Background: an optimization exercise with open tools, aiming at small area and a short achievable clock period. Do not read the settings as production practice. Where RTL was checked, it was by simulation tests only, not by an equivalence proof against the original.

==> inputs of 07-27 <==
// kalman_range
module kalman_range (
    input               clk,
    input               rst_n,
    input       [18:0]  f_data_in,
    input       [18:0]  b_data_in,
    output      [6:0]   hex1,
    output      [6:0]   hex2,
    output      [6:0]   hex3,
    output      [6:0]   hex4,
    output      [6:0]   hex5,
    output      [6:0]   hex6,
    output      [6:0]   hex7,
    output      [6:0]   hex8,
    output      [12:0]  distance_data_f,
    output      [12:0]  distance_data_b
);
    reg     [2:0]   step;
    always @(posedge clk or negedge rst_n) begin
        if (!rst_n)
            step <= 3'd0;
        else if (step != 3'd5)
            step <= step + 3'd1;
    end
    reg     [15:0]   bsel;
    always @(*) begin
        case (step)
            3'd0: bsel = 16'b0100101001100010;    
            3'd1: bsel = 16'b0110010000010101;    
            3'd2: bsel = 16'b1000000000000000;    
            3'd3: bsel = 16'b0000100001001000;    
            3'd4: bsel = 16'b0001000010000100;    
            default: bsel = 16'b0000001100000010;    
        endcase
    end
    wire    [18:0]  filter_data_f;
    wire    [18:0]  filter_data_b;
    kalman_filter   f_kalman_filter(
        .clk        (clk),
        .rst_n      (rst_n),
        .data_in    (f_data_in),
        .bsel       (bsel),
        .data_out   (filter_data_f)
    );
    kalman_filter   b_kalman_filter(
        .clk        (clk),
        .rst_n      (rst_n),
        .data_in    (b_data_in),
        .bsel       (bsel),
        .data_out   (filter_data_b)
    );
    div100  f_div (.x(filter_data_f), .q(distance_data_f));
    div100  b_div (.x(filter_data_b), .q(distance_data_b));
    wire    [6:0]   rf;
    mod100  f_mod (.x(filter_data_f), .q(distance_data_f), .r(rf));
    seg_driver u_seg_driver(
        .clk        (clk),
        .rst_n      (rst_n),
        .alive      (step != 3'd0),
  ...
Settings: LEC_CHECK=0, ABC_AREA=1, CAP_MARGIN=20, CORE_MARGIN=2, CORE_UTILIZATION=40, CTS_BUF_LIST=sky130_fd_sc_hd__clkbuf_8, CTS_CLUSTER_DIAMETER=150, CTS_CLUSTER_SIZE=40, PLACE_DENSITY=0.6, SLEW_MARGIN=20, SYNTH_HIERARCHICAL=1, SYNTH_MINIMUM_KEEP_SIZE=0; clock period 140.0 ns.
standard.sh (not shown) runs the stock make flow with config.mk's settings and CLKGATE_MAP_FILE= SYNTH_SCRIPT=/design/flow/synth_recipe.tcl, a recipe that flattens the netlist after the stock synthesis.
==> flow/flow/run.sh <==
#!/bin/bash
# The standard layout (the standard.sh: ORFS with the standard synthesis),
# with the port buffers that global placement inserts made buf_1 cells instead
# of the delay buffers buffer_ports picks on its own. Every port still gets
# its own buffer. ORFS writes each step's full log under orfs/logs; make's own
# output goes to flow_make.log here.
set -euo pipefail
export BUFFER_PORTS_ARGS="-buffer_cell sky130_fd_sc_hd__buf_1"
bash standard.sh finish > flow_make.log 2>&1
==> 03-12 (differences from 07-27) <==
--- a/flow/config.mk
+++ b/flow/config.mk
@@ -6,13 +6,11 @@
 export NUM_CORES = 4
 export LEC_CHECK = 0
 export ABC_AREA = 1
 export CAP_MARGIN = 20
 export CORE_MARGIN = 2
 export CORE_UTILIZATION = 40
 export CTS_BUF_LIST = sky130_fd_sc_hd__clkbuf_8
-export CTS_CLUSTER_DIAMETER = 150
-export CTS_CLUSTER_SIZE = 40
 export PLACE_DENSITY = 0.6
 export SLEW_MARGIN = 20
 export SYNTH_HIERARCHICAL = 1
 export SYNTH_MINIMUM_KEEP_SIZE = 0
==> 11-14 (differences from 07-27) <==
--- a/flow/design.v
+++ b/flow/design.v
@@ -1264,30 +1264,30 @@
 		always @(posedge clk) begin
 			q1 <= q_in;
 			r1 <= r_in;
 		end
 		wire	[28:0]	q_s3 = {16'd0, q1} << 3;
 		wire	[28:0]	q_c3;
 		wire	[3:0]	qa0;
-		bcd_add3s u_qa0 (.d(q_s3[15:13]), .o(qa0));
+		bcd_add3 u_qa0 (.d(q_s3[16:13]), .o(qa0));
 		assign q_c3 = {q_s3[28:17], qa0, q_s3[12:0]};
 		wire	[28:0]	q_s4 = q_c3 << 1;
 		wire	[28:0]	q_c4;
 		wire	[3:0]	qa1;
 		bcd_add3 u_qa1 (.d(q_s4[16:13]), .o(qa1));
 		assign q_c4 = {q_s4[28:17], qa1, q_s4[12:0]};
 		wire	[28:0]	q_s5 = q_c4 << 1;
 		wire	[28:0]	q_c5;
 		wire	[3:0]	qa2;
 		bcd_add3 u_qa2 (.d(q_s5[16:13]), .o(qa2));
 		assign q_c5 = {q_s5[28:17], qa2, q_s5[12:0]};
 		wire	[28:0]	q_s6 = q_c5 << 1;
 		wire	[28:0]	q_c6;
 		wire	[3:0]	qa3;
-		bcd_add3s u_qa3 (.d(q_s6[19:17]), .o(qa3));
+		bcd_add3 u_qa3 (.d(q_s6[20:17]), .o(qa3));
 		wire	[3:0]	qa4;
 		bcd_add3 u_qa4 (.d(q_s6[16:13]), .o(qa4));
 		assign q_c6 = {q_s6[28:21], qa3, qa4, q_s6[12:0]};
 		wire	[28:0]	q_s7 = q_c6 << 1;
 		wire	[28:0]	q_c7;
 		wire	[3:0]	qa5;
 		bcd_add3 u_qa5 (.d(q_s7[20:17]), .o(qa5));
@@ -1300,15 +1300,15 @@
 		bcd_add3 u_qa7 (.d(q_s8[20:17]), .o(qa7));
 		wire	[3:0]	qa8;
 		bcd_add3 u_qa8 (.d(q_s8[16:13]), .o(qa8));
 		assign q_c8 = {q_s8[28:21], qa7, qa8, q_s8[12:0]};
 		wire	[28:0]	q_s9 = q_c8 << 1;
 		wire	[28:0]	q_c9;
 		wire	[3:0]	qa9;
-		bcd_add3s u_qa9 (.d(q_s9[23:21]), .o(qa9));
+		bcd_add3 u_qa9 (.d(q_s9[24:21]), .o(qa9));
 		wire	[3:0]	qa10;
 		bcd_add3 u_qa10 (.d(q_s9[20:17]), .o(qa10));
 		wire	[3:0]	qa11;
 		bcd_add3 u_qa11 (.d(q_s9[16:13]), .o(qa11));
 		assign q_c9 = {q_s9[28:25], qa9, qa10, qa11, q_s9[12:0]};
 		wire	[28:0]	q_s10 = q_c9 << 1;
 		wire	[28:0]	q_c10;
@@ -1336,15 +1336,15 @@
 		bcd_add3 u_qa19 (.d(q_s12[20:17]), .o(qa19));
 		wire	[3:0]	qa20;
 		bcd_add3 u_qa20 (.d(q_s12[16:13]), .o(qa20));
 		assign q_c12 = {q_s12[28:25], qa18, qa19, qa20, q_s12[12:0]};
 		wire	[28:0]	q_s13 = q_c12 << 1;
 		wire	[14:0]	r_s3 = {8'd0, r1} << 3;
 		wire	[3:0]	ra3;
-		bcd_add3s u_ra3 (.d(r_s3[9:7]), .o(ra3));
+		bcd_add3 u_ra3 (.d(r_s3[10:7]), .o(ra3));
 		wire	[14:0]	r_s4 = {r_s3[13:11], ra3, r_s3[6:0], 1'b0};
 		wire	[3:0]	ra4;
 		bcd_add3 u_ra4 (.d(r_s4[10:7]), .o(ra4));
 		wire	[14:0]	r_s5 = {r_s4[13:11], ra4, r_s4[6:0], 1'b0};
 		wire	[3:0]	ra5;
 		bcd_add3 u_ra5 (.d(r_s5[10:7]), .o(ra5));
 		wire	[14:0]	r_s6 = {r_s5[13:11], ra5, r_s5[6:0], 1'b0};
@@ -1404,20 +1404,14 @@
 	endmodule
 module bcd_add3(input [3:0] d, output [3:0] o);
 	assign o = {d[3] | d[2] & (d[1] | d[0]),
 	            d[3] & d[0] | d[2] & ~d[1] & ~d[0],
 	            d[3] & ~d[0] | ~d[2] & d[1] | d[1] & d[0],
 	            d[3] & ~d[0] | ~d[3] & ~d[2] & d[0] | d[2] & d[1] & ~d[0]};
 endmodule
-module bcd_add3s(input [2:0] d, output [3:0] o);
-	assign o = {d[2] & (d[1] | d[0]),
-	            d[2] & ~d[1] & ~d[0],
-	            ~d[2] & d[1] | d[1] & d[0],
-	            ~d[2] & d[0] | d[2] & d[1] & ~d[0]};
-endmodule
 module kalman_range (
     input               clk,
     input               rst_n,
     input       [18:0]  f_data_in,
     input       [18:0]  b_data_in,
     output      [6:0]   hex1,
     output      [6:0]   hex2,
@@ -1682,81 +1676,122 @@
     wire d191 = d142 ^ d146;
     wire d192 = d147 & d149;
     wire d193 = d147 ^ d149;
     wire d194 = d150 & d151;
     wire d195 = d150 ^ d151;
     wire d196 = ~x[18];
     wire d197 = d154 | (d155 & d152);
-    wire d198 = d156 | (d157 & d197);
-    wire d199 = d158 | (d159 & d198);
-    wire d200 = d160 | (d161 & d199);
-    wire d201 = d162 | (d163 & d200);
-    wire d202 = d164 | (d165 & d201);
-    wire d203 = d166 | (d167 & d202);
-    wire d204 = d168 | (d169 & d203);
-    wire d205 = d170 | (d171 & d204);
-    wire d206 = d172 | (d173 & d205);
-    wire d207 = d174 | (d175 & d206);
+    wire d198 = d155 & d153;
+    wire d199 = d158 | (d159 & d156);
+    wire d200 = d159 & d157;
+    wire d201 = d162 | (d163 & d160);
+    wire d202 = d163 & d161;
+    wire d203 = d166 | (d167 & d164);
+    wire d204 = d167 & d165;
+    wire d205 = d170 | (d171 & d168);
+    wire d206 = d171 & d169;
+    wire d207 = d174 | (d175 & d172);
     wire d208 = d175 & d173;
     wire d209 = d178 | (d179 & d176);
     wire d210 = d179 & d177;
     wire d211 = d182 | (d183 & d180);
     wire d212 = d183 & d181;
     wire d213 = d186 | (d187 & d184);
     wire d214 = d187 & d185;
     wire d215 = d190 | (d191 & d188);
     wire d216 = d191 & d189;
     wire d217 = d194 | (d195 & d192);
     wire d218 = d195 & d193;
-    wire d219 = d176 | (d177 & d207);
-    wire d220 = d177 & d208;
-    wire d221 = d209 | (d210 & d207);
-    wire d222 = d210 & d208;
-    wire d223 = d184 | (d185 & d211);
-    wire d224 = d185 & d212;
-    wire d225 = d213 | (d214 & d211);
-    wire d226 = d214 & d212;
-    wire d227 = d192 | (d193 & d215);
-    wire d228 = d193 & d216;
-    wire d229 = d217 | (d218 & d215);
-    wire d230 = d218 & d216;
-    wire d231 = d180 | (d181 & d221);
-    wire d232 = d181 & d222;
-    wire d233 = d211 | (d212 & d221);
-    wire d234 = d212 & d222;
-    wire d235 = d223 | (d224 & d221);
-    wire d236 = d224 & d222;
-    wire d237 = d225 | (d226 & d221);
-    wire d238 = d226 & d222;
-    wire d239 = x[18] | (d196 & d229);
-    wire d240 = d196 & d230;
-    wire d241 = d188 | (d189 & d237);
-    wire d242 = d189 & d238;
-    wire d243 = d215 | (d216 & d237);
-    wire d244 = d216 & d238;
-    wire d245 = d227 | (d228 & d237);
-    wire d246 = d228 & d238;
-    wire d247 = d229 | (d230 & d237);
-    wire d248 = d230 & d238;
-    wire d249 = d239 | (d240 & d237);
-    wire d250 = d240 & d238;
-    wire d251 = d173 ^ d205;
-    wire d252 = d175 ^ d206;
-    wire d253 = d177 ^ d207;
-    wire d254 = d179 ^ d219;
-    wire d255 = d181 ^ d221;
-    wire d256 = d183 ^ d231;
-    wire d257 = d185 ^ d233;
-    wire d258 = d187 ^ d235;
-    wire d259 = d189 ^ d237;
-    wire d260 = d191 ^ d241;
-    wire d261 = d193 ^ d243;
-    wire d262 = d195 ^ d245;
-    wire d263 = d196 ^ d247;
-    assign q = {d263, d262, d261, d260, d259, d258, d257, d256, d255, d254, d253, d252, d251};
+    wire d219 = d156 | (d157 & d197);
+    wire d220 = d157 & d198;
+    wire d221 = d199 | (d200 & d197);
+    wire d222 = d200 & d198;
+    wire d223 = d164 | (d165 & d201);
+    wire d224 = d165 & d202;
+    wire d225 = d203 | (d204 & d201);
+    wire d226 = d204 & d202;
+    wire d227 = d172 | (d173 & d205);
+    wire d228 = d173 & d206;
+    wire d229 = d207 | (d208 & d205);
+    wire d230 = d208 & d206;
+    wire d231 = d180 | (d181 & d209);
+    wire d232 = d181 & d210;
+    wire d233 = d211 | (d212 & d209);
+    wire d234 = d212 & d210;
+    wire d235 = d188 | (d189 & d213);
+    wire d236 = d189 & d214;
+    wire d237 = d215 | (d216 & d213);
+    wire d238 = d216 & d214;
+    wire d239 = x[18] | (d196 & d217);
+    wire d240 = d196 & d218;
+    wire d241 = d168 | (d169 & d225);
+    wire d242 = d169 & d226;
+    wire d243 = d205 | (d206 & d225);
+    wire d244 = d206 & d226;
+    wire d245 = d227 | (d228 & d225);
+    wire d246 = d228 & d226;
+    wire d247 = d229 | (d230 & d225);
+    wire d248 = d230 & d226;
+    wire d249 = d184 | (d185 & d233);
+    wire d250 = d185 & d234;
+    wire d251 = d213 | (d214 & d233);
+    wire d252 = d214 & d234;
+    wire d253 = d235 | (d236 & d233);
+    wire d254 = d236 & d234;
+    wire d255 = d237 | (d238 & d233);
+    wire d256 = d238 & d234;
+    wire d257 = d176 | (d177 & d247);
+    wire d258 = d177 & d248;
+    wire d259 = d209 | (d210 & d247);
+    wire d260 = d210 & d248;
+    wire d261 = d231 | (d232 & d247);
+    wire d262 = d232 & d248;
+    wire d263 = d233 | (d234 & d247);
+    wire d264 = d234 & d248;
+    wire d265 = d249 | (d250 & d247);
+    wire d266 = d250 & d248;
+    wire d267 = d251 | (d252 & d247);
+    wire d268 = d252 & d248;
+    wire d269 = d253 | (d254 & d247);
+    wire d270 = d254 & d248;
+    wire d271 = d255 | (d256 & d247);
+    wire d272 = d256 & d248;
+    wire d273 = d160 | (d161 & d221);
+    wire d274 = d201 | (d202 & d221);
+    wire d275 = d223 | (d224 & d221);
+    wire d276 = d225 | (d226 & d221);
+    wire d277 = d241 | (d242 & d221);
+    wire d278 = d243 | (d244 & d221);
+    wire d279 = d245 | (d246 & d221);
+    wire d280 = d247 | (d248 & d221);
+    wire d281 = d257 | (d258 & d221);
+    wire d282 = d259 | (d260 & d221);
+    wire d283 = d261 | (d262 & d221);
+    wire d284 = d263 | (d264 & d221);
+    wire d285 = d265 | (d266 & d221);
+    wire d286 = d267 | (d268 & d221);
+    wire d287 = d269 | (d270 & d221);
+    wire d288 = d271 | (d272 & d221);
+    wire d289 = d192 | (d193 & d288);
+    wire d290 = d217 | (d218 & d288);
+    wire d291 = d239 | (d240 & d288);
+    wire d292 = d173 ^ d278;
+    wire d293 = d175 ^ d279;
+    wire d294 = d177 ^ d280;
+    wire d295 = d179 ^ d281;
+    wire d296 = d181 ^ d282;
+    wire d297 = d183 ^ d283;
+    wire d298 = d185 ^ d284;
+    wire d299 = d187 ^ d285;
+    wire d300 = d189 ^ d286;
+    wire d301 = d191 ^ d287;
+    wire d302 = d193 ^ d288;
+    wire d303 = d195 ^ d289;
+    wire d304 = d196 ^ d290;
+    assign q = {d304, d303, d302, d301, d300, d299, d298, d297, d296, d295, d294, d293, d292};
 endmodule
 module mod100(
     input   [18:0]  x,
     input   [12:0]  q,
     output  [6:0]   r
 );
     wire m0 = ~q[0];
==> flow/config.mk (replaced) <==
export PLATFORM = sky130hd
export DESIGN_NAME = kalman_range
export DESIGN_NICKNAME = kalman_range
export VERILOG_FILES = /design/flow/design.v
export SDC_FILE = /design/flow/constraint.sdc
export NUM_CORES = 4
export LEC_CHECK = 0
export ABC_AREA = 1
export CAP_MARGIN = 20
export CORE_MARGIN = 2
export CORE_UTILIZATION = 40
export PLACE_DENSITY = 0.6
export SLEW_MARGIN = 20
export SYNTH_HIERARCHICAL = 1
export SYNTH_MINIMUM_KEEP_SIZE = 0
==> results.json <==
{
  "pre_cts_ws_ns": 105.37,
  "finalInstanceArea_sq_um": 23800,
  "skew_ns": 0.0124,
  "layout_common_cells": "587 x sky130_fd_sc_hd__nand2_1, 400 x sky130_fd_sc_hd__inv_1, 388 x sky130_fd_sc_hd__fa_1",
  "outcome": "timing/DRC/antenna clean",
  "critical_path.reg2reg.startpoint": "f_kalman_filter.data_out[3]",
  "met3_wirelength_mm": 3.94
}
(the above is from 11-14)
==> results.json <==
{
  "slew_headroom": 0.361,
  "ctsHoldBuffers": 0,
  "wl_met2_mm": 27.0,
  "met3_wirelength_mm": 4.32,
  "outcome": "timing/DRC/antenna clean",
  "pre_cts_ws_ns": 105.25,
  "skew_ns": 0.0204,
  "dieWidth_um": 239,
  "layout_common_cells": "520 x sky130_fd_sc_hd__nand2_1, 400 x sky130_fd_sc_hd__inv_1, 396 x sky130_fd_sc_hd__fa_1",
  "critical_path.reg2reg.startpoint": "f_kalman_filter.data_out[7]",
  "finalInstanceArea_sq_um": 23000
}
(the above is from 07-27)
==> results.json <==
{
  "skew_ns": 0.0204,
  "layout_common_cells": "520 x sky130_fd_sc_hd__nand2_1, 400 x sky130_fd_sc_hd__inv_1, 396 x sky130_fd_sc_hd__fa_1",
  "critical_path.reg2reg.startpoint": "f_kalman_filter.data_out[7]",
  "finalInstanceArea_sq_um": 23000,
  "met3_wirelength_mm": 4.32,
  "outcome": "timing/DRC/antenna clean",
  "pre_cts_ws_ns": 105.25,
  "n_tap_cell": 704
}
(the above is from 03-12)
Only the layout flow was run in 11-14; the RTL was not checked for function there.

[port drivers added, routing unchanged]
Ports are ideal in the flow. The routed layouts listed here were re-timed in OpenROAD.
Step 1 sets driving cells, clkbuf_16 on the clock port and buf_2 on the other inputs (assumed; they add their load-dependent delay and slew).
Step 2 moves the port delays by t, midway between the first and last clock arrival at a register: inputs arrive t later, outputs are due t later. That takes back most of the time a late clock gives input paths.
a / b / c = ideal / step 1 / step 2; a / b = the first two.
| run | t (ns) | setup WS [ns] | worst setup path after step 2 |
|---|---|---|---|
| 07-27 | 0.451 | 105.586 / 105.613 / 105.162 | input to register |
| 03-12 | 0.451 | 105.586 / 105.613 / 105.162 | input to register |
| 11-14 | 0.412 | 105.659 / 105.689 / 105.277 | input to register |
After both steps every run listed still meets setup and hold.
